Background: an optimization exercise with open tools, aiming at small area, a short achievable clock period and few clock cycles. Do not read the settings as production practice.
At most, simulation tests tie the RTL to the original design; equivalence was not proved.
No functional check of the RTL was part of runs 7 and 8.
In every run shown here, the design's own scripts or RTL, not TritonCTS, make the clock network.
No driver is modelled on the clock port, so clock power and skew are understated where the tree is cut down; a real chip needs a root buffer or a tree.
No activity file was given, so power comes from the tool's default toggle rates.

<file path="flow/constraint.sdc">
create_clock -name core_clock -period 4.0 [get_ports {S_AXI_ACLK}]
set_input_delay 0.8000 -clock core_clock [delete_from_list [all_inputs] [get_ports {S_AXI_ACLK}]]
set_output_delay 0.8000 -clock core_clock [all_outputs]
set_load 0.01 [all_outputs]
</file>
<file path="flow/flow/pre_cts.tcl">
# Sourced by ORFS's cts.tcl before clock tree synthesis (PRE_CTS_TCL).
# Builds the clock tree here (mytree.tcl) and turns the step's own
# clock_tree_synthesis call into a no-op; the rest of the CTS step
# (legalization, timing repair) runs as usual.
source [file join [file dirname [info script]] mytree.tcl]
my_clock_tree 4 8 sky130_fd_sc_hd__buf_16 sky130_fd_sc_hd__buf_12
proc clock_tree_synthesis {args} {
  puts "clock tree built by flow/mytree.tcl; clock_tree_synthesis skipped"
}
</file>
<file path="flow/flow/mytree.tcl">
# Clock tree built directly, balanced by recursive bisection: the registers
# are split in halves of equal count (across the longer side of their
# bounding box) until there are NLEAF groups; each group gets a leaf buffer
# at its centre. The clock port drives NROOT root buffers; root r drives the
# NLEAF/NROOT leaves that come from the same part of the bisection. Every
# register is two buffers from the port and every buffer drives the same
# number of loads (within one), so the tree is balanced.

proc my_bisect {pts n} {
  # pts: list of {item x y}; returns n groups of nearly equal size
  if {$n <= 1} { return [list $pts] }
  set xs [lmap p $pts {lindex $p 1}]
  set ys [lmap p $pts {lindex $p 2}]
  set w [expr {[tcl::mathfunc::max {*}$xs] - [tcl::mathfunc::min {*}$xs]}]
  set h [expr {[tcl::mathfunc::max {*}$ys] - [tcl::mathfunc::min {*}$ys]}]
  set idx [expr {$w >= $h ? 1 : 2}]
  set sorted [lsort -real -index $idx $pts]
  set half [expr {$n / 2}]
  set cut [expr {int(round([llength $pts] * double($half) / $n))}]
  return [concat [my_bisect [lrange $sorted 0 [expr {$cut - 1}]] $half] \
                 [my_bisect [lrange $sorted $cut end] [expr {$n - $half}]]]
}

proc my_centre {pts} {
  set sx 0.0; set sy 0.0
  foreach p $pts { set sx [expr {$sx + [lindex $p 1]}]; set sy [expr {$sy + [lindex $p 2]}] }
  set m [llength $pts]
  return [list [expr {$sx / $m}] [expr {$sy / $m}]]
}

proc my_make_buf {blk master name in_net xy} {
  set inst [odb::dbInst_create $blk $master $name]
  set net [odb::dbNet_create $blk "${name}_net"]
  $net setSigType CLOCK
  [$inst findITerm X] connect $net
  [$inst findITerm A] connect $in_net
  $inst setLocation [expr {int([lindex $xy 0])}] [expr {int([lindex $xy 1])}]
  $inst setPlacementStatus PLACED
  return $net
}

proc my_clock_tree {nroot nleaf rootcell leafcell} {
  set blk [ord::get_db_block]
  set clk_net [$blk findNet S_AXI_ACLK]
  set sinks {}
  foreach it [$clk_net getITerms] {
    set bb [[$it getInst] getBBox]
    lappend sinks [list $it [expr {([$bb xMin]+[$bb xMax])/2.0}] [expr {([$bb yMin]+[$bb yMax])/2.0}]]
  }
  set rmaster [[ord::get_db] findMaster $rootcell]
  set lmaster [[ord::get_db] findMaster $leafcell]
  set per [expr {$nleaf / $nroot}]
  set r 0; set l 0
  foreach rgroup [my_bisect $sinks $nroot] {
    set lgroups [my_bisect $rgroup $per]
    set lcentres [lmap g $lgroups {my_centre $g}]
    set rnet [my_make_buf $blk $rmaster "clkbuf_root_$r" $clk_net [my_centre [lmap c $lcentres {list x {*}$c}]]]
    foreach g $lgroups c $lcentres {
      set lnet [my_make_buf $blk $lmaster "clkbuf_leaf_$l" $rnet $c]
      foreach s $g {
        set it [lindex $s 0]
        $it disconnect
        $it connect $lnet
      }
      incr l
    }
    incr r
  }
  set_propagated_clock [all_clocks]
  puts "my_clock_tree: [llength $sinks] sinks, $nroot root and $nleaf leaf buffers"
}
</file>
<file path="flow/flow/run.sh">
#!/bin/bash
# Own layout flow: the standard synthesis (standard.sh synth, unchanged),
# then the gates between the registers re-mapped for area (remap.sh; registers
# untouched, equivalence checked), then the standard layout steps with
# minimum-size port buffers and a balanced two-level clock tree: the clock
# port drives four buf_16, each driving two buf_12, each feeding an equal
# share of the registers, split by recursive bisection (mytree.tcl).
set -euo pipefail
W=$PWD
F=$W/flow
R=$W/orfs/results/sky130hd/S_Axi_Lite/base
mkdir -p "$W/remap"
bash standard.sh synth > "$W/synth.log" 2>&1
cp "$R/1_2_yosys.v" "$W/remap/std_synth.v"
bash "$F/remap.sh" "$W/remap/std_synth.v" "$W/remap/remapped.v" "$W/remap" > "$W/remap.log" 2>&1
cp "$W/remap/remapped.v" "$R/1_2_yosys.v"
rm -f "$R/1_synth.odb" "$R/1_synth.sdc"
export BUFFER_PORTS_ARGS="-buffer_cell sky130_fd_sc_hd__buf_1"
export PRE_CTS_TCL="$F/pre_cts.tcl"
bash standard.sh > "$W/layout.log" 2>&1
</file>
<file path="flow/config.mk">
export PLATFORM = sky130hd
export DESIGN_NAME = S_Axi_Lite
export DESIGN_NICKNAME = S_Axi_Lite
export VERILOG_FILES = /design/flow/design.v
export SDC_FILE = /design/flow/constraint.sdc
export NUM_CORES = 4
export LEC_CHECK = 0
export CAP_MARGIN = 20
export CORE_MARGIN = 2
export CORE_UTILIZATION = 60
export SETUP_SLACK_MARGIN = 2.55
export SLEW_MARGIN = 20
</file>
<file path="flow/design.v">
module S_Axi_Lite #(
    parameter integer P_S_AXI_DATA_WIDTH = 32,
    parameter integer P_S_AXI_ADDR_WIDTH = 4
)
(
    input  wire                                S_AXI_ACLK,
    input  wire                                S_AXI_ARESETN,
    input  wire [P_S_AXI_ADDR_WIDTH-1 : 0]     S_AXI_AWADDR,
    input  wire [2 : 0]                        S_AXI_AWPROT,
    input  wire                                S_AXI_AWVALID,
    output wire                                S_AXI_AWREADY,
    input  wire [P_S_AXI_DATA_WIDTH-1 : 0]     S_AXI_WDATA,
    input  wire [(P_S_AXI_DATA_WIDTH/8)-1 : 0] S_AXI_WSTRB,
    input  wire                                S_AXI_WVALID,
    output wire                                S_AXI_WREADY,
    output wire [1 : 0]                        S_AXI_BRESP,
    output wire                                S_AXI_BVALID,
    input  wire                                S_AXI_BREADY,
    input  wire [P_S_AXI_ADDR_WIDTH-1 : 0]     S_AXI_ARADDR,
    input  wire [2 : 0]                        S_AXI_ARPROT,
    input  wire                                S_AXI_ARVALID,
    output wire                                S_AXI_ARREADY,
    output wire [P_S_AXI_DATA_WIDTH-1 : 0]     S_AXI_RDATA,
    output wire [1 : 0]                        S_AXI_RRESP,
    output wire                                S_AXI_RVALID,
    input  wire                                S_AXI_RREADY
);
localparam integer DW = P_S_AXI_DATA_WIDTH;
reg       wq_v0;
reg [3:0] wq_h0;
reg [1:0] wq_a1;
reg       r_bvalid, b2;
reg       r_awready, r_wready;
wire wq_v1 = ~r_awready;
wire aw_hs = S_AXI_AWVALID & r_awready;
wire w_hs  = S_AXI_WVALID  & r_wready;
wire b_hs  = r_bvalid      & S_AXI_BREADY;
wire wq_v0_n = wq_v1 | aw_hs | (wq_v0 & ~w_hs);
wire wq_v1_n = ~w_hs & (wq_v1 | (aw_hs & wq_v0));
wire b1_n    = b2 | w_hs | (r_bvalid & ~b_hs);
wire b2_n    = ~b_hs & (b2 | (r_bvalid & w_hs));
wire wq_ld   = ~wq_v0 | w_hs;              
always @(posedge S_AXI_ACLK) begin
    if (~S_AXI_ARESETN) begin
        wq_v0     <= 1'b0;
        r_awready <= 1'b1;
        r_wready  <= 1'b0;
        r_bvalid  <= 1'b0;
        b2        <= 1'b0;
    end else begin
        wq_v0     <= wq_v0_n;
        r_awready <= ~wq_v1_n;
        r_wready  <= wq_v0_n & ~b2_n;
        r_bvalid  <= b1_n;
        b2        <= b2_n;
    end
end
always @(posedge S_AXI_ACLK) begin
    if (r_awready)
        wq_a1 <= S_AXI_AWADDR[1:0];
    wq_h0 <= ({4{wq_ld}} & (4'b0001 << (wq_v1 ? wq_a1 : S_AXI_AWADDR[1:0]))) |
             ({4{~wq_ld}} & wq_h0);
end
reg [DW-1:0] r_reg0, r_reg1, r_reg2, r_reg3;
reg [3:0]    rv;
wire [3:0] we = {4{w_hs}} & wq_h0;
always @(posedge S_AXI_ACLK) begin
    if (~S_AXI_ARESETN)
        rv <= 4'd0;
    else
        rv <= rv | we;
end
always @(posedge S_AXI_ACLK) begin
    if (we[0]) r_reg0 <= S_AXI_WDATA;
    if (we[1]) r_reg1 <= S_AXI_WDATA;
    if (we[2]) r_reg2 <= S_AXI_WDATA;
    if (we[3]) r_reg3 <= S_AXI_WDATA;
end
reg       rq_v0;
reg [3:0] rq_h0;                           
reg [1:0] rq_a1;
reg       r_arready, r_rvalid;
reg [DW-1:0] r_rdata;
wire rq_v1 = ~r_arready;
wire ar_hs = S_AXI_ARVALID & r_arready;
wire r_adv = ~r_rvalid | S_AXI_RREADY;    
wire r_mv  = rq_v0 & r_adv;
wire rq_v0_n = rq_v1 | ar_hs | (rq_v0 & ~r_mv);
wire rq_v1_n = ~r_mv & (rq_v1 | (ar_hs & rq_v0));
wire rq_ld   = ~rq_v0 | r_mv;              
always @(posedge S_AXI_ACLK) begin
    if (~S_AXI_ARESETN) begin
        rq_v0     <= 1'b0;
        r_arready <= 1'b1;
        r_rvalid  <= 1'b0;
    end else begin
        rq_v0     <= rq_v0_n;
        r_arready <= ~rq_v1_n;
        r_rvalid  <= r_mv | ~r_adv;
    end
end
always @(posedge S_AXI_ACLK) begin
    if (r_arready)
        rq_a1 <= S_AXI_ARADDR[1:0];
    rq_h0 <= ({4{rq_ld}} & (4'b0001 << (rq_v1 ? rq_a1 : S_AXI_ARADDR[1:0]))) |
             ({4{~rq_ld}} & rq_h0);
end
wire [3:0] rsel = rv & rq_h0;
wire [3:0] rld  = rsel & {4{r_adv}};
wire       rhld = ~r_adv;
always @(posedge S_AXI_ACLK) begin
    r_rdata <= ({DW{rld[0]}} & r_reg0) | ({DW{rld[1]}} & r_reg1) |
               ({DW{rld[2]}} & r_reg2) | ({DW{rld[3]}} & r_reg3) |
               ({DW{rhld}}   & r_rdata);
end
assign S_AXI_AWREADY = r_awready;
assign S_AXI_WREADY  = r_wready;
assign S_AXI_BVALID  = r_bvalid;
assign S_AXI_BRESP   = 2'b00;
assign S_AXI_ARREADY = r_arready;
assign S_AXI_RVALID  = r_rvalid;
assign S_AXI_RDATA   = r_rdata;
assign S_AXI_RRESP   = 2'b00;
endmodule
</file>
<file path="flow/flow/remap.sh">
#!/bin/bash
set -uo pipefail
STD=$1; OUT=$2; D=$3
F=$(cd "$(dirname "$0")" && pwd)
LIB=$FLOW_HOME/platforms/sky130hd/lib/sky130_fd_sc_hd__tt_025C_1v80.lib
DU=$(grep -o 'sky130_fd_sc_hd__lpflow_[a-z0-9_]*\|sky130_fd_sc_hd__probe[a-z0-9_]*' "$LIB" | sort -u | sed 's/^/-dont_use /' | tr '\n' ' ')
best=""; best_area=""
cp "$STD" "$OUT"
n=0
while IFS= read -r line; do
  [[ -z "$line" ]] && continue
  n=$((n+1)); sc=s$n
  echo "$line" | tr ';' '\n' | sed 's/^ *//' > "$D/$sc.abc"; echo topo >> "$D/$sc.abc"
  cat > "$D/remap_$sc.ys" <<EOY
read_liberty -ignore_miss_func $LIB
blackbox =sky130_fd_sc_hd__*df* =sky130_fd_sc_hd__*dl* =sky130_fd_sc_hd__*sdf*
read_verilog $STD
hierarchy -top S_Axi_Lite
flatten
opt_clean
abc -liberty $LIB $DU -script $D/$sc.abc
opt_clean -purge
rename -hide w:*.*
opt_clean -purge
hilomap -singleton -hicell sky130_fd_sc_hd__conb_1 HI -locell sky130_fd_sc_hd__conb_1 LO
opt_clean -purge
tee -o $D/remap_$sc.stat stat -liberty $LIB
write_verilog -noattr -nohex -nodec $D/remap_$sc.v
EOY
  yosys -l "$D/remap_$sc.log" -s "$D/remap_$sc.ys" < /dev/null > /dev/null 2>&1 || continue
  cat > "$D/equiv_$sc.ys" <<EOY
read_liberty -ignore_miss_func $LIB
read_verilog $STD
rename S_Axi_Lite gold
read_verilog $D/remap_$sc.v
rename S_Axi_Lite gate
hierarchy -check
cd gold
rename -hide w:* i:* %d o:* %d
rename -hide c:* t:sky130_fd_sc_hd__*df* %d
cd gate
rename -hide w:* i:* %d o:* %d
rename -hide c:* t:sky130_fd_sc_hd__*df* %d
cd
flatten gold gate
opt_clean
equiv_make gold gate equiv
hierarchy -top equiv
equiv_simple -seq 2
equiv_induct
equiv_status -assert
EOY
  yosys -l "$D/equiv_$sc.log" -s "$D/equiv_$sc.ys" < /dev/null > /dev/null 2>&1 || { echo "remap $sc: not proven equivalent, skipped"; continue; }
  # every register instance of the standard netlist must still be there
  a=$(grep -o '^ *sky130_fd_sc_hd__e\?df[a-z0-9_]* [^ ]*' "$STD" | sort | md5sum)
  b=$(grep -o '^ *sky130_fd_sc_hd__e\?df[a-z0-9_]* [^ ]*' "$D/remap_$sc.v" | sort | md5sum)
  [[ "$a" == "$b" ]] || { echo "remap $sc: registers differ, skipped"; continue; }
  area=$(grep -o "Chip area for module '\\\\S_Axi_Lite': [0-9.]*" "$D/remap_$sc.stat" | awk '{print $NF}')
  echo "remap $sc: area $area"
  if [[ -z "$best" ]] || awk "BEGIN{exit !($area < $best_area)}"; then best=$sc; best_area=$area; fi
done < "$F/scripts.abc"
if [[ -n "$best" ]]; then cp "$D/remap_$best.v" "$OUT"; echo "using remap $best"; else echo "using the standard netlist"; fi
</file>
<file path="flow/standard.sh">
#!/bin/bash
# synth_recipe.tcl (not shown) runs the flow's synth.tcl, then flattens the netlist and writes it again
# the make line also repeats each setting of config.mk as NAME=value (left out here)
make -C /OpenROAD-flow-scripts/flow DESIGN_CONFIG=/design/flow/config.mk WORK_HOME=/design/flow/orfs CLKGATE_MAP_FILE= SYNTH_SCRIPT=/design/flow/synth_recipe.tcl "${@:-finish}"
</file>
<file path="flow/flow/scripts.abc">
strash; dch -f; map -a
</file>
==> results by group, run 1 <==
Global route
  • Total GRT Usage: 22.4%
  • Vias in the first global route: 3819
  • Initial antenna violation count: 0
  • GR Overflow Total: 0
  • Pin count of the biggest net entering global routing: 34
  • First-pass GRT wire length: 19400 um

STA
  • Fin crit share: between 30% and 40%
  • Fmax: 0.666 GHz
  • Final Skew: 0.00389 ns
  • Setup TNS: 0 ns
  • Slew Limit Fails: 0
  • Final setup fails: 0
  • Hold Fails Final Rpt: 0
  • Unrepaired setup endpoints after global routing: true
  • Post-route setup slack: 2.50 ns
  • Final min period: 1.50 ns

Setup path
  • Startpoint Class: register
  • Top Family by Delay on Critical Path: flip-flops
  • CP peak stage delay: about 0.36 ns
  • Critical path fanouts, max: 2
  • Arrival time worst endpoint: 0.70 ns
  • WS Path Type: register to output pin
  • Crit path required time: approximately 3.2 ns
  • Buf/Inv on CP: 1
  • Critical path cell sequence: buf_6
  • Critical path endpoint category: output pin
  • Critical path's slowest cell: dfxtp_4

Clock network
  • Post-CTS Hold Fix Bufs: 0
  • CTS clk-pin slew, worst paths: about 0.090 ns
  • Skew-Pair Late Insertion Delay: around 0.23 ns

Final layout
  • Layout cell share with drive strength beyond 1: 27.3%
  • N_diodes: 0
  • # nets final: 575
  • Area Overhead vs Synth: 27.1%
  • Fillers: 566

Power
  • Clock share of power: 30.2%
  • Net Sw Power: around 700 uW
  • Final Power: 3.47 mW
  • Power density over the cells: 444 nW/um2
  • Leak: roughly 2.7 nW
  • Seq pwr share: about 63%
  • Sw Share: approximately a fifth
  • Combinational share of power: 7.1%
  • Peak supply drop: approximately 0.00031 V
  • Power Internal: 2.78 mW

Routing
  • Initial DRC count: 235
  • ANT nets after route: 0
  • Routed via count: 3781
  • WL/cell: 20.5 um
  • TritonRoute pass-1 iters: 5
  • Final WL: between 10000 and 15000 um
  • Vias per cell: just under 6
  • DR DRC count: 0

Floorplanning
  • Starting density of the core: 62.4%
  • Row Count: 36
  • Die width: 105 um
  • Core Footprint: 9860 um2
  • Chip height: roughly 110 um
  • I/O pin cnt: 98
  • Die area: 11100 um2

Flow run
  • Max Cap Viol: 0

Status
  • Status: complete, no violations

Placed design
  • Port-buffer cells: between 70 and 80
  • DP Wirelength: approximately 6400 um
  • Place WS: ~2.2 ns
  • Routability congestion estimate: between 0.6 and 0.7

Yosys
  • Synth Area per Inst: 15.8 um2
  • Post-synthesis cell area: 6160 um2
  • Yosys Warn Count: 1
  • Post-Syn Instances: 389

Hold path
  • HP Class: register to register
[state kept, by name, summed over array words and instances, names as in the netlist, named ones only]
register / flops
r_rvalid: 1
r_bvalid: 1
wq_a1: 2
r_awready: 1
rv: 4
rq_v0: 1
rq_a1: 2
b2: 1
r_reg2: 32
r_reg3: 32
wq_v0: 1
r_arready: 1
r_reg1: 32
r_wready: 1
r_rdata: 32
r_reg0: 32
[stage by stage]
step / hold slack, ns / instance area [um2] / util (%) / cells
finish: 0.489 / 7820 / 79.3 / 649
global route: 0.521 / 7820 / 79.3 / 649
CTS: 0.483 / 7560 / 76.6 / 631
detailed placement: 0.461 / 6780 / 68.7 / 608
global placement: 0.451 / 6780 / 68.7 / 608
floorplan: 0.440 / 6290 / - / 392
[worst paths after layout]
path | startpoint | end | slack [ns] | depth (start not counted)
setup / recovery | r_arready$_SDFF_PN1_ | S_AXI_ARREADY | 2.50 | 1
hold / removal | rv[2]$_SDFF_PN0_ | rv[2]$_SDFF_PN0_ | 0.49 | 2
setup reg to reg | register | r_rdata[0]$_DFF_P_ | 2.62 | 5
hold reg to reg | rv[2]$_SDFF_PN0_ | rv[2]$_SDFF_PN0_ | 0.49 | 2
[cell usage in the layout, fill, tap and decap left out, types with 3 or more instances in the layout]
cell type     n
a21oi_1       4
a22oi_1      64
a31oi_1      33
buf_1        41
buf_12       10
buf_16        4
buf_4        21
buf_6        38
clkinv_1     14
clkinv_16     4
clkinv_8      3
clkinvlp_4    3
conb_1        4
dfxtp_1      11
dfxtp_2      35
edfxtp_1    136
inv_8         4
nand2_1      13
nand2_8       5
nor2_1       49
o21ai_0       5
[final cells by class]
type	instances	area, um2	share of cell area (%)
Sequential cell	184	5100	65.1
Timing Repair Buffer	104	810	10.3
Inverter	24	236	3.02
Multi-Input combinational cell	184	1140	14.6
Buffer	12	270	3.45
Tap cell	133	166	2.13
Timing Repair inverter	8	106	1.36
[power groups by stage]
stage                     clock network, mW  logic, mW  registers [mW]
after global placement                    0      0.158            2.20
final                                  1.05      0.247            2.18
after global routing                   1.13      0.268            2.18
after detailed placement                  0      0.165            2.21
after CTS                              1.06      0.217            2.17
after floorplan                           0     0.0790            2.21
[metal layers]
| metal | vias to the layer above | track usage, % | wire length (um) | part of all wire, % |
|---|---|---|---|---|
| li1 | 1756 | - | - | - |
| met5 | - | 0 | 0 | 0 |
| met1 | 1870 | 29.1 | 5300 | 40 |
| met2 | 136 | 41.6 | 6900 | 52 |
| met4 | 0 | 2.86 | 292 | 2.2 |
| met3 | 19 | 2.54 | 813 | 6.1 |
[repair_timing]
action                                  4_1_cts  5_1_grt
cloned                                        2        6
endpoints found under the setup margin      108      179
gates resized for setup                     122       26
pin swaps                                     1        3
setup buffers                                 9       12
Testbench counts, summed over its fixed seeds: cycles 784.
==> run 2, diff against run 1 <==
--- a/flow/config.mk
+++ b/flow/config.mk
@@ -8,5 +8,5 @@
 export CAP_MARGIN = 20
 export CORE_MARGIN = 2
 export CORE_UTILIZATION = 60
-export SETUP_SLACK_MARGIN = 2.55
+export SETUP_SLACK_MARGIN = 2.5
 export SLEW_MARGIN = 20
==> run 2 against run 1 <==
  * Flip-flop and latch count stayed put
  * Die area is the same
  * Synthesized cell count is the same
  * Global-route usage decreased by 1.0 points
  * Utilization fell by 3.0 points
  * Sequential power about the same
  * First-iteration DRC count is 3.4% lower
  * Critical path type unchanged
  * Routed wire length fell by 8.1%
  * Highest routed layer unchanged
  * Via count down 3.7%
  * Fmax decreased by 0.92%
  * Still clean
==> results by group, run 2 <==
Setup path
  • Critical path cell sequence: clkbuf_2
  • Critical path fanouts, max: 4
  • Worst r2r path cells: 5
  • Buf/Inv on CP: 1
  • Top Family by Delay on Critical Path: flip-flops
  • Crit. Startpoint: r_arready$_SDFF_PN1_
  • Startpoint Class: register
  • WS Path Type: register to output pin
  • CP peak stage delay: 0.36 ns
  • Crit path required time: 3.20 ns
  • Arrival time worst endpoint: slightly above 0.7 ns
  • Worst path depth: 1
  • Critical path's slowest cell: dfxtp_4
  • Critical path endpoint category: output pin

Routing
  • Routed via count: 3642
  • WL/cell: 19.3 um
  • ANT nets after route: 0
  • DR DRC count: 0
  • Initial DRC count: 227
  • Vias per cell: 5.76
  • TritonRoute pass-1 iters: 4
  • Final WL: 12200 um

Yosys
  • Post-Syn Instances: 389
  • Post-synthesis cell area: 6160 um2
  • Yosys Warn Count: 1
  • Synth Area per Inst: 15.8 um2

Final layout
  • Final core utilization: 76.3%
  • Most common cell after layout, fill and taps aside: edfxtp_1
  • Post-Layout Cell Count: 632
  • # nets final: roughly 560
  • Layout cell share with drive strength beyond 1: 23.6%
  • Most frequent cells in the layout: edfxtp_1 (136), a22oi_1 (64), nor2_1 (51)
  • N_diodes: 0
  • Area Overhead vs Synth: 22.2%

Global route
  • GR Overflow Total: 0
  • First-pass GRT wire length: roughly 19000 um
  • Pin count of the biggest net entering global routing: 34
  • Initial antenna violation count: 0
  • Vias in the first global route: ~3600
  • Total GRT Usage: 21.3%

Floorplanning
  • Starting density of the core: around 62%
  • I/O pin cnt: 98
  • Core Footprint: ~9900 um2
  • Row Count: 36
  • Chip height: 105 um
  • Die area: 11100 um2
  • Die width: 105 um

Hold path
  • Hold Startpoint: rv[2]$_SDFF_PN0_
  • HP Class: register to register
  • WHS Path Cells: 2

STA
  • Final setup fails: 0
  • Setup TNS: 0 ns
  • Final Skew: 0.00685 ns
  • Final min period: 1.51 ns
  • Fin crit share: a little under two fifths
  • Hold Fails Final Rpt: 0
  • Slew Limit Fails: 0
  • Fmax: 0.660 GHz
  • Unrepaired setup endpoints after global routing: true

Clock network
  • CTS clk-pin slew, worst paths: 0.09 ns
  • Post-CTS Hold Fix Bufs: 0
  • Skew-Pair Late Insertion Delay: 0.23 ns

Placed design
  • Port-buffer cells: 79
  • DP Wirelength: roughly 6500 um
  • Routability congestion estimate: 0.719
  • Placed instance count: 608

Flow run
  • Max Cap Viol: 0

Power
  • Final Power: 3.44 mW
  • Leak: 2.60 nW
  • Peak supply drop: roughly 0.00033 V
  • Power density over the cells: 457 nW/um2

Status
  • Status: complete, no violations
## run 2: worst min-delay path: cells and delay by family, from the launching register on
family	cells	cell delay, ns
AND/OR/NAND/NOR	2	0.12
flip-flops	1	0.33
## run 2: where the power goes
part / internal, mW / switching (mW) / total (mW)
registers: 2.14 / 0.0349 / 2.17
logic: 0.0894 / 0.125 / 0.214
clock network: 0.539 / 0.511 / 1.05
## run 2: worst paths after layout
path / slack (ns) / to
setup / recovery: 2.49 / S_AXI_ARREADY
hold / removal: 0.48 / rv[2]$_SDFF_PN0_
setup reg to reg: 2.59 / r_rdata[23]$_DFF_P_
hold reg to reg: 0.48 / rv[2]$_SDFF_PN0_
## run 2: per-layer routing
metal / GRT usage [%] / vias to the layer above / part of all wire (%)
met4: 2.38 / 0 / 0.79
met1: 29.0 / 1812 / 42
li1: - / 1719 / -
met3: 2.04 / 8 / 4.8
met2: 38.9 / 103 / 52
met5: 0 / - / 0
## run 2: repair_timing
action / in CTS / in global routing
endpoints found under the hold margin: 0 / 0
setup buffers: 4 / 7
resized for setup: 76 / 43
pin swaps: 1 / 0
gates cloned: 1 / 0
endpoints found under the setup margin: 62 / 120
## run 2: layout make-up
type / instances / area [um2]
flip-flops and latches: 184 / 5100
multi-input cells: 184 / 1070
fillers: 584 / 2340
repair buffers: 94 / 682
repair inverters: 1 / 16.3
well taps: 133 / 166
inverters: 24 / 219
plain buffers: 12 / 270
## run 2: per-stage QoR
| step | worst slack, ns | instance area, um2 | hold WS [ns] |
|---|---|---|---|
| final | 2.49 | 7520 | 0.477 |
| after global routing | 2.45 | 7520 | 0.512 |
| after CTS | 2.43 | 7250 | 0.481 |
| after detailed placement | 2.23 | 6770 | 0.460 |
| after global placement | 2.28 | 6770 | 0.450 |
| after floorplan | 2.51 | 6280 | 0.440 |
==> run 3, diff against run 2 <==
==> flow/flow/scripts.abc (replaced) <==
strash; balance; rewrite; refactor; balance; rewrite -z; rewrite -z; balance; dch; map -a
--- a/flow/config.mk
+++ b/flow/config.mk
@@ -8,5 +8,5 @@
 export CAP_MARGIN = 20
 export CORE_MARGIN = 2
 export CORE_UTILIZATION = 60
-export SETUP_SLACK_MARGIN = 2.5
+export SETUP_SLACK_MARGIN = 2.45
 export SLEW_MARGIN = 20
==> run 3 against run 2 <==
  * Still clean on timing, DRC and antenna
  * Final cell count down 0.63%
  * Sequential power about the same
  * Flip-flop and latch count unchanged
  * Global-route usage fell by 1.6 points
  * Combinational power decreased by 13%
  * Design area down 5.0%
  * Routed wire length fell by 2.3%
  * Worst setup slack got worse by 0.021 ns
  * Sequential share of layout area is 3.1 points higher
  * Highest routed layer unchanged
==> results by group, run 3 <==
Global route
  • Total GRT Usage: 19.7%
  • First-pass GRT wire length: 17500 um
  • Vias in the first global route: 3562
  • GR Overflow Total: 0
  • Initial antenna violation count: 0
  • Pin count of the biggest net entering global routing: between 60 and 70

Setup path
  • Crit. Startpoint: S_AXI_WVALID
  • Startpoint Class: input pin
  • CP peak stage delay: 0.22 ns
  • Critical path endpoint category: register
  • Top Family by Delay on Critical Path: buffers and inverters
  • Critical path fanouts, max: 17
  • Arrival time worst endpoint: ~1.5 ns
  • R2R Setup Slk: 2.55 ns
  • Critical path's slowest cell: nand2_2
  • Buf/Inv on CP: 3
  • Critical path cell sequence: buf_1, nand2_1, clkinv_2, nand2_2, clkinv_8
  • Worst r2r path cells: 5
  • R2r endpoint: r_rdata[21]$_DFF_P_
  • Crit path required time: 3.96 ns
  • WS Path Type: input pin to register

Final layout
  • N_diodes: 0
  • Final Cell Area: 7150 um2
  • Layout cell share with drive strength beyond 1: approximately 17%
  • Fillers: approximately 660
  • Most frequent cells in the layout: edfxtp_1 (136), a22oi_1 (64), nor2_1 (50)
  • Area Overhead vs Synth: 16.1%
  • Final core utilization: 72.5%
  • # nets final: 554
  • Most common cell after layout, fill and taps aside: edfxtp_1

Yosys
  • Post-Syn Instances: 389
  • Yosys Warn Count: 1
  • Synth Area per Inst: roughly 16 um2
  • Post-synthesis cell area: 6160 um2

Placed design
  • Post-DP Area: 6740 um2
  • Port-buffer cells: 79
  • DP Wirelength: 6240 um
  • Routability congestion estimate: between 0.7 and 0.8

Power
  • Leak: approximately 2.4 nW
  • Peak supply drop: 0.000345 V
  • Final Power: 3.41 mW
  • Power density over the cells: approximately 480 nW/um2

Floorplanning
  • Die width: around 110 um
  • Die area: ~11000 um2
  • Starting density of the core: between 60% and 70%
  • I/O pin cnt: 98
  • Core Footprint: 9860 um2
  • Chip height: between 100 and 150 um
  • Row Count: 36

Status
  • Status: complete, no violations

STA
  • Actual slew at the worst max-slew pin: between 0.5 and 0.6 ns
  • Fmax: about 0.65 GHz
  • Final Skew: 0.0125 ns
  • Final min period: 1.54 ns
  • Hold Fails Final Rpt: 0
  • Fin crit share: 38.4%
  • Relative slew slack: 64.1%
  • Final setup fails: 0
  • Slew Limit Fails: 0
  • Setup TNS: 0 ns
  • Unrepaired setup endpoints after global routing: true

Clock network
  • Skew-Pair Late Insertion Delay: 0.24 ns
  • Post-CTS Hold Fix Bufs: 0
  • CTS clk-pin slew, worst paths: 0.09 ns

Routing
  • Initial DRC count: 283
  • ANT nets after route: 0
  • DR DRC count: 0
  • Vias per cell: 5.73
  • Routed via count: 3597
  • Final WL: between 10000 and 15000 um
  • TritonRoute pass-1 iters: 4
  • WL/cell: 19.0 um

Flow run
  • Max Cap Viol: 0

Hold path
  • HP Class: register to register
  • Hold Startpoint: rv[0]$_SDFF_PN0_
  • WHS Path Cells: 2
  • Worst Hold End: rv[0]$_SDFF_PN0_
## run 3: layout make-up
type                            instances  area, um2  share of cell area (%)
Inverter                               25        161                    2.26
Timing Repair inverter                  3       26.3                   0.368
Timing Repair Buffer                   88        413                    5.78
Tap cell                              133        166                    2.33
Buffer                                 12        270                    3.78
Sequential cell                       184       5060                    70.8
Multi-Input combinational cell        183       1050                    14.6
## run 3: timing repair
action                                  4_1_cts  5_1_grt
gates resized for setup                      20       32
gates cloned                                  0        3
setup buffers                                 0        5
pin swaps                                     0        1
endpoints found under the setup margin       45      118
## run 3: worst min-delay path: cells and delay by family (launching register included)
kind	cells	cell delay (ns)
flip-flops	1	0.34
AND/OR/NAND/NOR	2	0.12
## run 3: routing by layer
metal | wire length [um] | track usage [%] | up-vias
met5 | 0 | 0 | -
met2 | 5960 | 35.4 | 134
li1 | - | - | 1710
met3 | 860 | 1.73 | 17
met1 | 4910 | 26.5 | 1736
met4 | 221 | 4.00 | 0
## run 3: report_power, final
part / switching, mW / internal, mW / leakage (nW)
clock: 0.515 / 0.539 / 0.126
sequential: 0.0313 / 2.14 / 1.65
combinational: 0.126 / 0.0609 / 0.673
## run 3: stage by stage
step | setup WS, ns | hold WS (ns) | instances
2_1_floorplan | 2.46 | 0.440 | 392
3_3_place_gp | 2.13 | 0.451 | 608
3_5_place_dp | 2.10 | 0.464 | 608
4_1_cts | 2.46 | 0.483 | 620
5_1_grt | 2.39 | 0.503 | 628
6_report | 2.46 | 0.481 | 628
## run 3: how the worst max path moves through the flow
stage	to	cells past startpoint	slack (ns)
after floorplan	r_reg0[0]$_DFFE_PP_	4	2.46
after global placement	r_rdata[6]$_DFF_P_	5	2.13
after detailed placement	r_rdata[24]$_DFF_P_	5	2.10
after CTS	S_AXI_ARREADY	1	2.46
after global routing	rv[3]$_SDFF_PN0_	7	2.39
final	r_reg3[5]$_DFFE_PP_	5	2.46
==> run 4, diff against run 3 <==
==> flow/flow/scripts.abc (replaced) <==
strash; dch -f; map -a
==> run 4 against run 3 <==
  * Still clean
  * Clock skew is 0.0046 ns lower
  * Final cell count rose by 0.16%
  * Total power shrank 0.45%
  * First-iteration DRC count fell by 2.8%
  * Largest power group unchanged
==> results by group, run 4 <==
Setup path
  • Crit path required time: 3.20 ns
  • CP peak stage delay: 0.36 ns
  • Top Family by Delay on Critical Path: flip-flops
  • Critical path's slowest cell: dfxtp_1
  • Startpoint Class: register
  • Critical Path Sink: S_AXI_RDATA[16]
  • Critical path fanouts, max: 2
  • Critical path cell sequence: clkbuf_2
  • Buf/Inv on CP: 1
  • Arrival time worst endpoint: 0.73 ns
  • R2r endpoint: r_rdata[3]$_DFF_P_
  • Worst r2r path cells: 5
  • Critical path endpoint category: output pin
  • R2R Setup Slk: 2.60 ns
  • Crit. Startpoint: r_rdata[16]$_DFF_P_
  • WS Path Type: register to output pin
  • Worst path depth: 1

Power
  • Combinational share of power: 5.3%
  • Net Sw Power: 666 uW
  • Power density over the cells: 471 nW/um2
  • Leak: about 2.5 nW
  • Clock share of power: between 30% and 40%
  • Final Power: 3.40 mW
  • Peak supply drop: 0.000337 V
  • Power Internal: roughly 2.7 mW
  • Sw Share: 19.6%
  • Seq pwr share: approximately 64%

Final layout
  • Most frequent cells in the layout: edfxtp_1 (136), a22oi_1 (64), nor2_1 (51)
  • Area Overhead vs Synth: 17.2%
  • Fillers: 650
  • Layout cell share with drive strength beyond 1: 16.9%
  • N_diodes: 0
  • # nets final: between 500 and 600
  • Most common cell after layout, fill and taps aside: edfxtp_1

Floorplanning
  • Row Count: 36
  • Die area: 11100 um2
  • Chip height: 105 um
  • I/O pin cnt: 98
  • Starting density of the core: 62.4%
  • Core Footprint: 9860 um2
  • Die width: 105 um

STA
  • Final min period: around 1.5 ns
  • Hold Fails Final Rpt: 0
  • Setup TNS: 0 ns
  • Fmax: 0.656 GHz
  • Final setup fails: 0
  • Unrepaired setup endpoints after global routing: true
  • Fin crit share: 38.1%
  • Final Skew: roughly 0.008 ns
  • Slew Limit Fails: 0

Routing
  • WL/cell: roughly 19 um
  • DR DRC count: 0
  • ANT nets after route: 0
  • Routed via count: 3632
  • Vias per cell: 5.77
  • Final WL: approximately 12000 um
  • Initial DRC count: ~280
  • TritonRoute pass-1 iters: 5

Yosys
  • Yosys Warn Count: 1
  • Post-synthesis cell area: roughly 6000 um2
  • Synth Area per Inst: 15.8 um2
  • Post-Syn Instances: 389

Global route
  • First-pass GRT wire length: 17300 um
  • Initial antenna violation count: 0
  • GR Overflow Total: 0
  • Pin count of the biggest net entering global routing: 65
  • Vias in the first global route: 3410
  • Total GRT Usage: 19.6%

Clock network
  • Post-CTS Hold Fix Bufs: 0
  • CTS clk-pin slew, worst paths: 0.09 ns
  • Skew-Pair Late Insertion Delay: 0.23 ns

Placed design
  • Routability congestion estimate: 0.710
  • Port-buffer cells: 79
  • DP Wirelength: 6230 um

Hold path
  • HP Class: register to register

Flow run
  • Max Cap Viol: 0

Status
  • Status: complete, no violations
-- run 4: cell type report --
type                       instances  area [um2]  area share, %
buffer                            12         270           3.75
sequential                       184        5060           70.2
timing repair inverter             5        63.8          0.884
multi-input combinational        184        1070           14.8
tap                              133         166           2.31
timing repair buffer              87         418           5.79
inverter                          24         160           2.22
-- run 4: worst min path at each step --
stage                               from          endpoint  slack, ns  cells after the start
floorplan               rv[0]$_SDFF_PN0_  rv[0]$_SDFF_PN0_       0.44                      2
global placement        rv[2]$_SDFF_PN0_  rv[2]$_SDFF_PN0_       0.45                      2
detailed placement      rv[0]$_SDFF_PN0_  rv[0]$_SDFF_PN0_       0.47                      2
CTS                     rv[0]$_SDFF_PN0_  rv[0]$_SDFF_PN0_       0.49                      2
global route        r_arready$_SDFF_PN1_  rq_v0$_SDFF_PN0_       0.49                      1
finish              r_arready$_SDFF_PN1_  rq_v0$_SDFF_PN0_       0.48                      1
-- run 4: per-stage QoR --
stage	instance area, um2	hold slack (ns)	util [%]	cells	setup WS, ns
2_1_floorplan	6240	0.440	-	392	2.44
3_5_place_dp	6740	0.468	68.3	608	2.09
5_1_grt	7210	0.494	73.1	629	2.41
3_3_place_gp	6740	0.452	68.3	608	2.14
4_1_cts	7040	0.486	71.4	620	2.43
6_report	7210	0.484	73.1	629	2.47
-- run 4: repair_timing --
action,CTS,global route
resized for setup,23,40
buffers inserted,0,4
pin swaps,0,1
setup endpoints to repair,145,166
gates cloned,0,5
-- run 4: power by group through the flow --
| stage | sequential (mW) | clock [mW] | combinational (mW) |
|---|---|---|---|
| floorplan | 2.21 | 0 | 0.0752 |
| global placement | 2.20 | 0 | 0.154 |
| detailed placement | 2.20 | 0 | 0.159 |
| CTS | 2.16 | 1.07 | 0.163 |
| global route | 2.17 | 1.13 | 0.199 |
| finish | 2.16 | 1.05 | 0.180 |
-- run 4: per-layer routing --
metal	vias to the layer above	wire, um	GRT usage, %
met1	1781	5100	28.3
li1	1716	-	-
met2	125	6150	34.1
met3	10	710	1.42
met5	-	0	0
met4	0	150	2.67
==> run 5, diff against run 4 <==
--- a/flow/config.mk
+++ b/flow/config.mk
@@ -7,6 +7,6 @@
 export LEC_CHECK = 0
 export CAP_MARGIN = 20
 export CORE_MARGIN = 2
-export CORE_UTILIZATION = 60
+export CORE_UTILIZATION = 55
 export SETUP_SLACK_MARGIN = 2.45
 export SLEW_MARGIN = 20
==> run 5 against run 4 <==
  * Still clean
  * Hold slack worse by 0.0059 ns
  * Final cell count increased by 0.95%
  * Combinational power about the same
  * Clock skew is 0.0027 ns higher
  * Critical path depth unchanged
  * Design area is 0.10% higher
  * First-iteration DRC count is 30% lower
  * Fmax hardly changed
  * Sequential share of layout area is essentially flat
  * Flip-flop and latch count stayed put
  * Critical path type unchanged
  * Critical endpoint is now S_AXI_AWREADY
  * Largest cell class unchanged
==> results by group, run 5 <==
Setup path
  • Critical path's slowest cell: dfxtp_4
  • Crit path required time: around 3.2 ns
  • WS Path Type: register to output pin
  • Critical path endpoint category: output pin
  • Buf/Inv on CP: 1
  • CP peak stage delay: roughly 0.36 ns
  • Arrival time worst endpoint: 0.73 ns
  • Critical path cell sequence: buf_2
  • Top Family by Delay on Critical Path: flip-flops
  • Critical path fanouts, max: 4
  • Startpoint Class: register

Routing
  • DR DRC count: 0
  • Initial DRC count: ~190
  • ANT nets after route: 0
  • TritonRoute pass-1 iters: 4
  • Vias per cell: 5.62
  • Final WL: 12100 um
  • WL/cell: 19.1 um
  • Routed via count: ~3600

STA
  • Post-route setup slack: 2.47 ns
  • Final hold slack: 0.479 ns
  • Hold Fails Final Rpt: 0
  • Final min period: 1.53 ns
  • Fin crit share: 38.1%
  • Slew Limit Fails: 0
  • Final Skew: 0.0107 ns
  • Final setup fails: 0
  • Setup TNS: 0 ns
  • Fmax: 0.655 GHz
  • Unrepaired setup endpoints after global routing: true

Global route
  • Initial antenna violation count: 0
  • Pin count of the biggest net entering global routing: 65
  • Total GRT Usage: between 10% and 20%
  • Vias in the first global route: 3444
  • First-pass GRT wire length: between 15000 and 20000 um
  • GR Overflow Total: 0

Placed design
  • Placed instance count: just over 600
  • Place WS: 1.80 ns
  • DP Wirelength: 6290 um
  • Routability congestion estimate: between 0.6 and 0.7
  • Port-buffer cells: 79

Hold path
  • HP Class: register to register

Flow run
  • Max Cap Viol: 0

Power
  • Peak supply drop: 0.000379 V
  • Final Power: 3.39 mW
  • Leak: 2.51 nW
  • Power density over the cells: between 400 and 500 nW/um2

Status
  • Status: complete, no violations

Final layout
  • Most frequent cells in the layout: edfxtp_1 (136), a22oi_1 (64), nor2_1 (51)
  • Layout cell share with drive strength beyond 1: 18.6%
  • Post-Layout Cell Count: 635
  • # nets final: between 500 and 600
  • Fillers: 820
  • Area Overhead vs Synth: 17.3%
  • Most common cell after layout, fill and taps aside: edfxtp_1
  • N_diodes: 0

Floorplanning
  • Die area: 12100 um2
  • Row Count: 38
  • Die width: 110 um
  • I/O pin cnt: 98
  • Core Footprint: 10900 um2
  • Chip height: 110 um
  • Starting density of the core: 56.6%

Yosys
  • Synth Area per Inst: 15.8 um2
  • Post-synthesis cell area: ~6200 um2
  • Yosys Warn Count: 1
  • Post-Syn Instances: 389

Clock network
  • Post-CTS Hold Fix Bufs: 0
  • CTS clk-pin slew, worst paths: 0.09 ns
  • Skew-Pair Late Insertion Delay: 0.23 ns
-- run 5: through the flow --
stage          cell area, um2  util [%]
5_1_grt                  7220      66.3
6_report                 7220      66.3
3_3_place_gp             6740      61.9
4_1_cts                  7060      64.8
3_5_place_dp             6740      61.9
2_1_floorplan            6240         -
-- run 5: power breakdown --
group / internal, mW / total (mW) / switching (mW) / leakage, nW
combinational: 0.0578 / 0.179 / 0.121 / 0.733
sequential: 2.13 / 2.16 / 0.0294 / 1.65
clock: 0.539 / 1.05 / 0.510 / 0.126
-- run 5: final cells by class --
type                    count  area (um2)  share of cell area (%)
well taps                 140         175                    2.43
inverters                  24         163                    2.25
flip-flops and latches    184        5070                    70.3
multi-input cells         184        1070                    14.8
repair inverters            5        58.8                   0.814
plain buffers              12         270                    3.74
repair buffers             86         410                    5.68
-- run 5: worst reg2reg max path: cells and delay by family (launching register included) --
family                 cells  cell delay (ns)
flip-flops                 1             0.36
AND/OR/NAND/NOR            1             0.09
buffers and inverters      2             0.47
AO/OA/AOI/OAI              2             0.37
-- run 5: layer usage --
layer | up-vias | track usage [%] | part of all wire, %
met1 | 1743 | 25.2 | 43
met3 | 14 | 2.19 | 5.7
li1 | 1717 | - | -
met5 | - | 0 | 0
met2 | 96 | 33.5 | 51
met4 | 0 | 2.44 | 1.1
-- run 5: timing repair --
item | CTS | global route
gates resized for setup | 21 | 50
gates cloned | 0 | 5
setup buffers | 1 | 2
hold endpoints to repair | 0 | 0
pin swaps | 0 | 1
endpoints found under the setup margin | 174 | 168
-- run 5: final timing paths --
check                                           from                  end  slack, ns  cells past startpoint
worst max-delay path            r_awready$_SDFF_PN1_        S_AXI_AWREADY       2.47                      1
worst min-delay path                rv[2]$_SDFF_PN0_     rv[2]$_SDFF_PN0_       0.48                      2
worst max register to register              register  r_rdata[24]$_DFF_P_       2.58                      5
worst min register to register      rv[2]$_SDFF_PN0_     rv[2]$_SDFF_PN0_       0.48                      2
==> run 6, diff against run 5 <==
--- a/flow/config.mk
+++ b/flow/config.mk
@@ -7,6 +7,6 @@
 export LEC_CHECK = 0
 export CAP_MARGIN = 20
 export CORE_MARGIN = 2
-export CORE_UTILIZATION = 55
+export CORE_UTILIZATION = 65
 export SETUP_SLACK_MARGIN = 2.45
 export SLEW_MARGIN = 20
==> run 6 against run 5 <==
  * Via count increased by 1.7%
  * Sequential power about the same
  * Clock power about the same
  * Largest power group unchanged
  * Still clean
  * Critical endpoint is now S_AXI_WREADY
  * Combinational power about the same
==> results by group, run 6 <==
Setup path
  • Critical path's slowest cell: dfxtp_1
  • Worst r2r path cells: 5
  • Worst path depth: 1
  • Top Family by Delay on Critical Path: flip-flops
  • R2R Setup Slk: 2.58 ns
  • Critical path endpoint category: output pin
  • Buf/Inv on CP: 1
  • Crit. Startpoint: r_wready$_SDFF_PN0_
  • Arrival time worst endpoint: 0.73 ns
  • R2r endpoint: r_rdata[9]$_DFF_P_
  • WS Path Type: register to output pin
  • Crit path required time: 3.20 ns
  • Critical Path Sink: S_AXI_WREADY
  • CP peak stage delay: 0.35 ns
  • Critical path fanouts, max: 2
  • Critical path cell sequence: buf_1
  • Startpoint Class: register

Routing
  • ANT nets after route: 0
  • Routed via count: 3630
  • TritonRoute pass-1 iters: 4
  • Initial DRC count: 198
  • Vias per cell: between 5 and 6
  • Final WL: 11900 um
  • DR DRC count: 0
  • WL/cell: 19.6 um

Final layout
  • Most frequent cells in the layout: edfxtp_1 (136), a22oi_1 (64), nor2_1 (51)
  • Area Overhead vs Synth: 16.7%
  • Reg area: 5060 um2
  • Area of the multi-input gates: 1070 um2
  • Most common cell after layout, fill and taps aside: edfxtp_1
  • N_diodes: 0
  • Fillers: 556
  • Layout cell share with drive strength beyond 1: 17.7%
  • # nets final: ~560

Global route
  • GR Overflow Total: 0
  • Vias in the first global route: 3520
  • Total GRT Usage: 21.5%
  • First-pass GRT wire length: 17100 um
  • Pin count of the biggest net entering global routing: 65
  • Initial antenna violation count: 0

Power
  • Clock share of power: 30.9%
  • Sw Share: about a fifth
  • Combinational share of power: 5.3%
  • Net Sw Power: 658 uW
  • Seq pwr share: 63.9%
  • Peak supply drop: 0.000374 V
  • Leak: 2.49 nW
  • Power density over the cells: between 400 and 500 nW/um2
  • Power Internal: 2.73 mW

Clock network
  • CTS clk-pin slew, worst paths: around 0.090 ns
  • Skew-Pair Late Insertion Delay: 0.23 ns

STA
  • Setup TNS: 0 ns
  • Slew Limit Fails: 0
  • Fin crit share: between 30% and 40%
  • Hold Fails Final Rpt: 0
  • Unrepaired setup endpoints after global routing: true
  • Fmax: 0.653 GHz
  • Final min period: 1.53 ns
  • Final Skew: 0.00957 ns
  • Final hold slack: around 0.48 ns
  • Final setup fails: 0

Floorplanning
  • Row Count: 35
  • Die area: 10300 um2
  • Starting density of the core: 67.0%
  • Core Footprint: 9200 um2
  • Chip height: 101 um
  • Die width: 101 um
  • I/O pin cnt: just under 100

Status
  • Status: complete, no violations

Yosys
  • Synth Area per Inst: 15.8 um2
  • Yosys Warn Count: 1
  • Post-synthesis cell area: 6160 um2
  • Post-Syn Instances: 389

Flow run
  • Max Cap Viol: 0

Placed design
  • Routability congestion estimate: between 0.6 and 0.7
  • Port-buffer cells: 79
  • DP Wirelength: between 6000 and 7000 um

Hold path
  • HP Class: register to register
  • Hold Startpoint: rv[2]$_SDFF_PN0_
-- run 6: how the worst min path moves through the flow --
stage,depth (start not counted),to,slack (ns)
detailed placement,2,rv[2]$_SDFF_PN0_,0.47
floorplan,2,rv[0]$_SDFF_PN0_,0.44
CTS,2,rv[2]$_SDFF_PN0_,0.49
finish,2,rv[2]$_SDFF_PN0_,0.48
global placement,2,rv[1]$_SDFF_PN0_,0.45
global route,2,r_rdata[19]$_DFF_P_,0.51
-- run 6: layout make-up --
type	instances	area share, %
plain buffers	12	3.76
repair buffers	89	6.16
flip-flops and latches	184	70.5
inverters	24	2.32
multi-input cells	184	14.9
repair inverters	4	0.487
well taps	111	1.93
-- run 6: power groups by stage --
stage / clock (mW) / combinational, mW / sequential, mW
2_1_floorplan: 0 / 0.0752 / 2.21
3_3_place_gp: 0 / 0.153 / 2.20
3_5_place_dp: 0 / 0.159 / 2.20
4_1_cts: 1.06 / 0.162 / 2.16
5_1_grt: 1.13 / 0.198 / 2.17
6_report: 1.05 / 0.178 / 2.16
-- run 6: worst register-to-register path, delay by kind of cell (launching register included) --
family	cells	cell delay (ns)
buf+inv	2	0.47
flops	1	0.36
simple gates	1	0.13
compound gates	2	0.34
-- run 6: what timing repair did --
| item | CTS | global route |
|---|---|---|
| cloned | 0 | 4 |
| setup buffers | 0 | 6 |
| gates resized for setup | 18 | 44 |
| hold buffers | 0 | 0 |
| setup endpoints to repair | 168 | 190 |
| pin swaps | 0 | 1 |
-- run 6: per-stage QoR --
| step | setup slack [ns] | total power, mW | cells | util (%) | cell area (um2) |
|---|---|---|---|---|---|
| after global placement | 2.15 | 2.35 | 586 | 72.9 | 6710 |
| final | 2.47 | 3.39 | 608 | 78.1 | 7190 |
| after floorplan | 2.44 | 2.28 | 392 | - | 6240 |
| after global routing | 2.40 | 3.49 | 608 | 78.1 | 7190 |
| after CTS | 2.42 | 3.39 | 598 | 76.2 | 7010 |
| after detailed placement | 2.10 | 2.36 | 586 | 72.9 | 6710 |
-- run 6: per-layer routing --
| metal | vias to the layer above | part of all wire (%) | global-route usage (%) |
|---|---|---|---|
| li1 | 1721 | - | - |
| met1 | 1777 | 40 | 27.5 |
| met2 | 116 | 53 | 40.0 |
| met3 | 16 | 5.2 | 2.14 |
| met4 | 0 | 1.7 | 4.78 |
| met5 | - | 0 | 0 |
==> run 7, diff against run 6 <==
--- a/flow/design.v
+++ b/flow/design.v
@@ -64,12 +64,9 @@
 reg [DW-1:0] r_reg0, r_reg1, r_reg2, r_reg3;
 reg [3:0]    rv;
 wire [3:0] we = {4{w_hs}} & wq_h0;
-always @(posedge S_AXI_ACLK) begin
-    if (~S_AXI_ARESETN)
-        rv <= 4'd0;
-    else
-        rv <= rv | we;
-end
+wire [3:0] rv_n = {4{S_AXI_ARESETN}} & (rv | we);
+always @(posedge S_AXI_ACLK)
+    rv <= rv_n;
 always @(posedge S_AXI_ACLK) begin
     if (we[0]) r_reg0 <= S_AXI_WDATA;
     if (we[1]) r_reg1 <= S_AXI_WDATA;
@@ -77,7 +74,7 @@
     if (we[3]) r_reg3 <= S_AXI_WDATA;
 end
 reg       rq_v0;
-reg [3:0] rq_h0;                           
+reg [3:0] rq_h0;
 reg [1:0] rq_a1;
 reg       r_arready, r_rvalid;
 reg [DW-1:0] r_rdata;
@@ -102,10 +99,10 @@
 always @(posedge S_AXI_ACLK) begin
     if (r_arready)
         rq_a1 <= S_AXI_ARADDR[1:0];
-    rq_h0 <= ({4{rq_ld}} & (4'b0001 << (rq_v1 ? rq_a1 : S_AXI_ARADDR[1:0]))) |
+    rq_h0 <= ({4{rq_ld}} & (4'b0001 << (rq_v1 ? rq_a1 : S_AXI_ARADDR[1:0])) & rv_n) |
              ({4{~rq_ld}} & rq_h0);
 end
-wire [3:0] rsel = rv & rq_h0;
+wire [3:0] rsel = rq_h0;
 wire [3:0] rld  = rsel & {4{r_adv}};
 wire       rhld = ~r_adv;
 always @(posedge S_AXI_ACLK) begin
--- a/flow/config.mk
+++ b/flow/config.mk
@@ -7,6 +7,6 @@
 export LEC_CHECK = 0
 export CAP_MARGIN = 20
 export CORE_MARGIN = 2
-export CORE_UTILIZATION = 65
-export SETUP_SLACK_MARGIN = 2.45
+export CORE_UTILIZATION = 60
+export SETUP_SLACK_MARGIN = 2.5
 export SLEW_MARGIN = 20
==> run 7 against run 6 <==
  * Combinational power up 39%
  * Synthesized cell count down 1.3%
  * Still clean on timing, DRC and antenna
  * Critical path type is now input pin to register
  * Worst setup slack worse by 0.012 ns
==> results by group, run 7 <==
Floorplanning
  • Starting density of the core: between 60 and 70%
  • I/O pin cnt: about 100
  • Die area: 11000 um2
  • Row Count: 36
  • Die width: about 110 um
  • Core Footprint: between 9000 and 10000 um2
  • Chip height: between 100 and 150 um

Setup path
  • R2R Setup Slk: 2.58 ns
  • Arrival time worst endpoint: roughly 1.7 ns
  • Critical path cell sequence: buf_8, nand2_8, clkinv_8, nand2_8, clkinv_16, o21ai_4, clkinv_2, a32o_1
  • CP peak stage delay: 0.21 ns
  • Critical path's slowest cell: a32o_1
  • WS Path Type: input pin to register
  • Critical path endpoint category: register
  • Crit path required time: 4.13 ns
  • Most frequent CP cell: nand2_8
  • Critical path fanouts, max: 5
  • Startpoint Class: input pin

STA
  • Setup TNS: 0 ns
  • Unrepaired setup endpoints after global routing: true
  • Slew Limit Fails: 0
  • Final Skew: 0.0127 ns
  • Final min period: 1.54 ns
  • Fmax: 0.648 GHz
  • Relative slew slack: a little under half
  • Actual slew at the worst max-slew pin: 0.809 ns
  • Final setup fails: 0
  • Fin crit share: 38.6%
  • Hold Fails Final Rpt: 0

Final layout
  • Area of the multi-input gates: 1180 um2
  • Most common cell after layout, fill and taps aside: edfxtp_1
  • Area Overhead vs Synth: 27.5%
  • Fillers: 591
  • Layout cell share with drive strength beyond 1: between 20% and 30%
  • Post-Layout Cell Count: 649
  • Reg area: 5060 um2
  • # nets final: about 580
  • Most frequent cells in the layout: edfxtp_1 (132), a22oi_1 (64), nor2_1 (40), buf_1 (40), buf_6 (37)
  • N_diodes: 0

Routing
  • Routed via count: between 3000 and 4000
  • WL/cell: 20.1 um
  • Final WL: 13100 um
  • TritonRoute pass-1 iters: 4
  • ANT nets after route: 0
  • Initial DRC count: 218
  • Vias per cell: 5.82
  • DR DRC count: 0

Clock network
  • CTS clk-pin slew, worst paths: 0.09 ns
  • Post-CTS Hold Fix Bufs: 0
  • Skew-Pair Late Insertion Delay: 0.23 ns

Yosys
  • Yosys Warn Count: 1
  • Synth Area per Inst: about 16 um2
  • Post-Syn Instances: 384
  • Post-synthesis cell area: 6130 um2

Global route
  • Pin count of the biggest net entering global routing: 34
  • Vias in the first global route: between 3000 and 4000
  • Initial antenna violation count: 0
  • Total GRT Usage: 23.5%
  • First-pass GRT wire length: 19900 um
  • GR Overflow Total: 0

Placed design
  • DP Wirelength: 6140 um
  • Routability congestion estimate: slightly below 0.8
  • Port-buffer cells: 79
  • Placed instance count: 601

Flow run
  • Max Cap Viol: 0

Status
  • Status: complete, no violations

Hold path
  • HP Class: register to register

Power
  • Peak supply drop: 0.000277 V
  • Leak: around 2.7 nW
  • Power density over the cells: 443 nW/um2
## run 7: metal layers
metal	share of wire, %	routed length [um]	vias up	track usage (%)
met5	0	0	-	0
met4	2.0	257	0	7.14
met3	5.9	776	19	2.62
met2	52	6830	125	40.4
met1	40	5210	1864	31.8
li1	-	-	1766	-
## run 7: critical path: cells and delay by family
kind,cells,cell delay [ns]
buffers and inverters,4,0.33
AOI/OAI and AO/OA,2,0.33
and+or+nand+nor,2,0.21
## run 7: path summary, 6_finish.rpt
| kind | startpoint | to | cells after the start |
|---|---|---|---|
| worst max-delay path | S_AXI_WVALID | rq_h0[1]$_DFF_P_ | 8 |
| worst min-delay path | b2$_SDFF_PN0_ | r_bvalid$_SDFF_PN0_ | 2 |
| worst max register to register | rq_h0[1]$_DFF_P_ | r_rdata[22]$_DFF_P_ | 2 |
| worst min register to register | b2$_SDFF_PN0_ | r_bvalid$_SDFF_PN0_ | 2 |
## run 7: layout make-up
| type | instances | share of cell area, % |
|---|---|---|
| flip-flops and latches | 184 | 64.8 |
| multi-input cells | 179 | 15.1 |
| repair buffers | 108 | 10.4 |
| plain buffers | 12 | 3.46 |
| inverters | 24 | 2.69 |
| well taps | 133 | 2.13 |
| repair inverters | 9 | 1.43 |
## run 7: report_power, final
group	switching [mW]	internal [mW]	leakage, nW
Sequential	0.0427	2.13	1.65
Clock	0.503	0.539	0.126
Combinational	0.141	0.106	0.934
Total	0.687	2.77	2.71
## run 7: what timing repair did
action,4_1_cts,5_1_grt
pin swaps,9,1
setup buffers,20,7
resized for setup,96,48
gates cloned,6,3
endpoints found under the setup margin,102,141
## run 7: per-stage QoR
| stage | cell area, um2 | worst slack (ns) | power [mW] | util (%) | hold WS [ns] |
|---|---|---|---|---|---|
| final | 7810 | 2.46 | 3.46 | 79.2 | 0.476 |
| after global routing | 7810 | 2.41 | 3.58 | 79.2 | 0.485 |
| after CTS | 7540 | 2.47 | 3.45 | 76.5 | 0.457 |
| after detailed placement | 6770 | 1.94 | 2.37 | 68.6 | 0.448 |
| after global placement | 6770 | 1.96 | 2.36 | 68.6 | 0.426 |
| after floorplan | 6280 | 2.26 | 2.29 | - | 0.416 |
==> run 8, diff against run 7 <==
--- a/flow/config.mk
+++ b/flow/config.mk
@@ -8,5 +8,5 @@
 export CAP_MARGIN = 20
 export CORE_MARGIN = 2
 export CORE_UTILIZATION = 60
-export SETUP_SLACK_MARGIN = 2.5
+export SETUP_SLACK_MARGIN = 2.45
 export SLEW_MARGIN = 20
==> run 8 against run 7 <==
  * Synthesized area unchanged
  * Clock power about the same
  * Global-route usage down 0.63 points
  * Hold slack worse by 0.030 ns
  * Clock skew down 0.0045 ns
  * Synthesized cell count unchanged
  * Combinational power down 14%
  * Sequential power about the same
==> results by group, run 8 <==
Floorplanning
  • Die width: roughly 110 um
  • Starting density of the core: 62.1%
  • I/O pin cnt: 98
  • Row Count: 36
  • Core Footprint: 9860 um2
  • Die area: 11000 um2
  • Chip height: about 110 um

Setup path
  • WS Path Type: input pin to register
  • R2R Setup Slk: 2.60 ns
  • Most frequent CP cell: nand2_8
  • R2r endpoint: rq_h0[1]$_DFF_P_
  • Critical path cell sequence: buf_8, nand2_8, clkinv_8, nand2_8, clkinv_16, o21ai_4, clkinv_2, a32o_1
  • Arrival time worst endpoint: 1.67 ns
  • Buf/Inv on CP: 4
  • Startpoint Class: input pin
  • Critical path's slowest cell: a32o_1
  • Critical Path Sink: rq_h0[2]$_DFF_P_
  • Worst R2R Start: r_arready$_SDFF_PN1_
  • Critical path fanouts, max: 5
  • Critical path endpoint category: register
  • Worst r2r path cells: 5
  • Worst path depth: 8
  • CP peak stage delay: 0.21 ns
  • Top Family by Delay on Critical Path: compound AO/OA/AOI/OAI gates
  • Crit path required time: 4.13 ns
  • Crit. Startpoint: S_AXI_WVALID

STA
  • Fin crit share: 38.6%
  • Final setup fails: 0
  • Unrepaired setup endpoints after global routing: true
  • Final Skew: 0.00818 ns
  • Post-route setup slack: 2.46 ns
  • Slew Limit Fails: 0
  • Hold Fails Final Rpt: 0
  • Setup TNS: 0 ns
  • Final min period: around 1.5 ns
  • Fmax: 0.648 GHz

Global route
  • Initial antenna violation count: 0
  • Total GRT Usage: between 20% and 30%
  • Pin count of the biggest net entering global routing: 34
  • Met1 Usage GRT: 30.8%
  • Met2 Use GR: 40.1%
  • Busiest grt layer: met2
  • Vias in the first global route: about 3600
  • First-pass GRT wire length: 19500 um
  • GR Overflow Total: 0
  • M3 GR Usage: 2.93%

Final layout
  • Most frequent cells in the layout: edfxtp_1 (132), a22oi_1 (64), buf_1 (49)
  • # nets final: 567
  • Most common cell after layout, fill and taps aside: edfxtp_1
  • Final Cell Area: 7470 um2
  • Layout cell share with drive strength beyond 1: 20.9%
  • Area Overhead vs Synth: 21.9%
  • N_diodes: 0

Power
  • Leak: 2.57 nW
  • Sw Share: roughly a fifth
  • Seq pwr share: 63.2%
  • Peak supply drop: 0.000288 V
  • Power density over the cells: 457 nW/um2
  • Final Power: between 3 and 4 mW
  • Net Sw Power: approximately 680 uW
  • Clock share of power: 30.6%
  • Combinational share of power: 6.2%
  • Power Internal: ~2.7 mW

Routing
  • Initial DRC count: roughly 180
  • Routed via count: roughly 3800
  • Vias per cell: around 5.9
  • Final WL: around 13000 um
  • TritonRoute pass-1 iters: 6
  • ANT nets after route: 0
  • DR DRC count: 0
  • WL/cell: 19.9 um

Yosys
  • Post-synthesis cell area: 6130 um2
  • Synth Area per Inst: roughly 16 um2
  • Post-Syn Instances: 384
  • Yosys Warn Count: 1

Hold path
  • HP Class: register to register

Placed design
  • Place WS: between 1.5 and 2 ns
  • Post-DP Area: 6780 um2
  • Port-buffer cells: 79
  • Routability congestion estimate: 0.809
  • DP Wirelength: 6110 um

Flow run
  • Max Cap Viol: 0

Clock network
  • Skew-Pair Late Insertion Delay: roughly 0.23 ns
  • CTS clk-pin slew, worst paths: ~0.090 ns
  • Post-CTS Hold Fix Bufs: 0

Status
  • Status: complete, no violations
-- run 8: cell type report --
type                            count  area [um2]
Sequential cell                   184        5030
Tap cell                          133         166
Timing Repair Buffer              102         542
Timing Repair inverter              7        93.8
Fill cell                         623        2390
Buffer                             12         270
Inverter                           24         210
Multi-Input combinational cell    179        1160
-- run 8: power groups by stage --
stage | registers (mW) | logic (mW) | clock network, mW
CTS | 2.16 | 0.203 | 1.06
detailed placement | 2.20 | 0.168 | 0
global route | 2.16 | 0.232 | 1.13
finish | 2.16 | 0.212 | 1.04
floorplan | 2.21 | 0.0776 | 0
global placement | 2.20 | 0.162 | 0
-- run 8: through the flow --
stage | hold WS [ns] | std cells | utilization, %
2_1_floorplan | 0.416 | 387 | -
3_3_place_gp | 0.425 | 603 | 68.7
3_5_place_dp | 0.439 | 603 | 68.7
4_1_cts | 0.454 | 637 | 74.9
5_1_grt | 0.477 | 641 | 75.7
6_report | 0.446 | 641 | 75.7
-- run 8: worst register-to-register path, delay by kind of cell (launching register included) --
| kind | cells | cell delay [ns] |
|---|---|---|
| AO/OA/AOI/OAI | 2 | 0.55 |
| buffers and inverters | 2 | 0.29 |
| flip-flops | 1 | 0.37 |
| AND/OR/NAND/NOR | 1 | 0.14 |
-- run 8: worst min path at each step --
stage | from | to | slack [ns] | cells after the start
after floorplan | rv[2]$_DFF_P_ | rv[2]$_DFF_P_ | 0.42 | 2
after global placement | rv[2]$_DFF_P_ | rv[2]$_DFF_P_ | 0.42 | 2
after detailed placement | rv[2]$_DFF_P_ | rv[2]$_DFF_P_ | 0.44 | 2
after global routing | b2$_SDFF_PN0_ | r_bvalid$_SDFF_PN0_ | 0.48 | 2
after CTS | b2$_SDFF_PN0_ | r_bvalid$_SDFF_PN0_ | 0.45 | 2
final | b2$_SDFF_PN0_ | r_bvalid$_SDFF_PN0_ | 0.45 | 2
-- run 8: what timing repair did --
action | in CTS | in global routing
setup endpoints to repair | 20 | 97
cloned | 6 | 1
gates resized for setup | 36 | 29
setup buffers | 16 | 3
pin swaps | 8 | 6
-- run 8: layer usage --
| metal | share of wire [%] | vias up | routed length (um) |
|---|---|---|---|
| met1 | 41 | 1902 | 5240 |
| met4 | 1.6 | 0 | 206 |
| met3 | 5.3 | 20 | 676 |
| li1 | - | 1745 | - |
| met5 | 0 | - | 0 |
| met2 | 52 | 106 | 6660 |

-- port drivers added, routing unchanged --
No port has a modelled driver above. Below, the same layouts with a new extraction and two added sets of constraints. Step 1 (the two cells are an assumption about what drives the block):
set clk [get_ports {S_AXI_ACLK}]
set_driving_cell -lib_cell sky130_fd_sc_hd__clkbuf_16 $clk
set_driving_cell -lib_cell sky130_fd_sc_hd__buf_2 [delete_from_list [all_inputs] $clk]
Step 2 moves the port delays by t, midway between the first and last clock arrival at a register: inputs arrive t later, outputs are due t later. That takes back most of the time a late clock gives input paths. Slacks: no drivers / after step 1 / after step 2; pairs: no drivers / after step 1.
run	t, ns	setup WS [ns]	clock arrival spread, ns	slew at the worst register clock pin (ns)
run 1	0.332	2.500 / 2.394 / 2.266	0.006 / 0.006	0.09 / 0.09
run 2	0.334	2.486 / 2.379 / 2.270	0.009 / 0.009	0.09 / 0.09
run 3	0.339	2.464 / 2.360 / 2.212	0.012 / 0.013	0.09 / 0.09
run 4	0.336	2.475 / 2.367 / 2.244	0.008 / 0.008	0.09 / 0.09
run 5	0.339	2.474 / 2.363 / 2.253	0.014 / 0.014	0.09 / 0.09
run 6	0.338	2.468 / 2.359 / 2.241	0.013 / 0.012	0.09 / 0.09
run 7	0.333	2.456 / 2.391 / 2.190	0.014 / 0.013	0.09 / 0.09
run 8	0.334	2.456 / 2.370 / 2.192	0.009 / 0.008	0.09 / 0.09
After both steps every run listed still meets setup and hold. For run 7, which loses most, drivers alone change the setup slack by -0.065 ns; drivers and shift together by -0.266 ns.
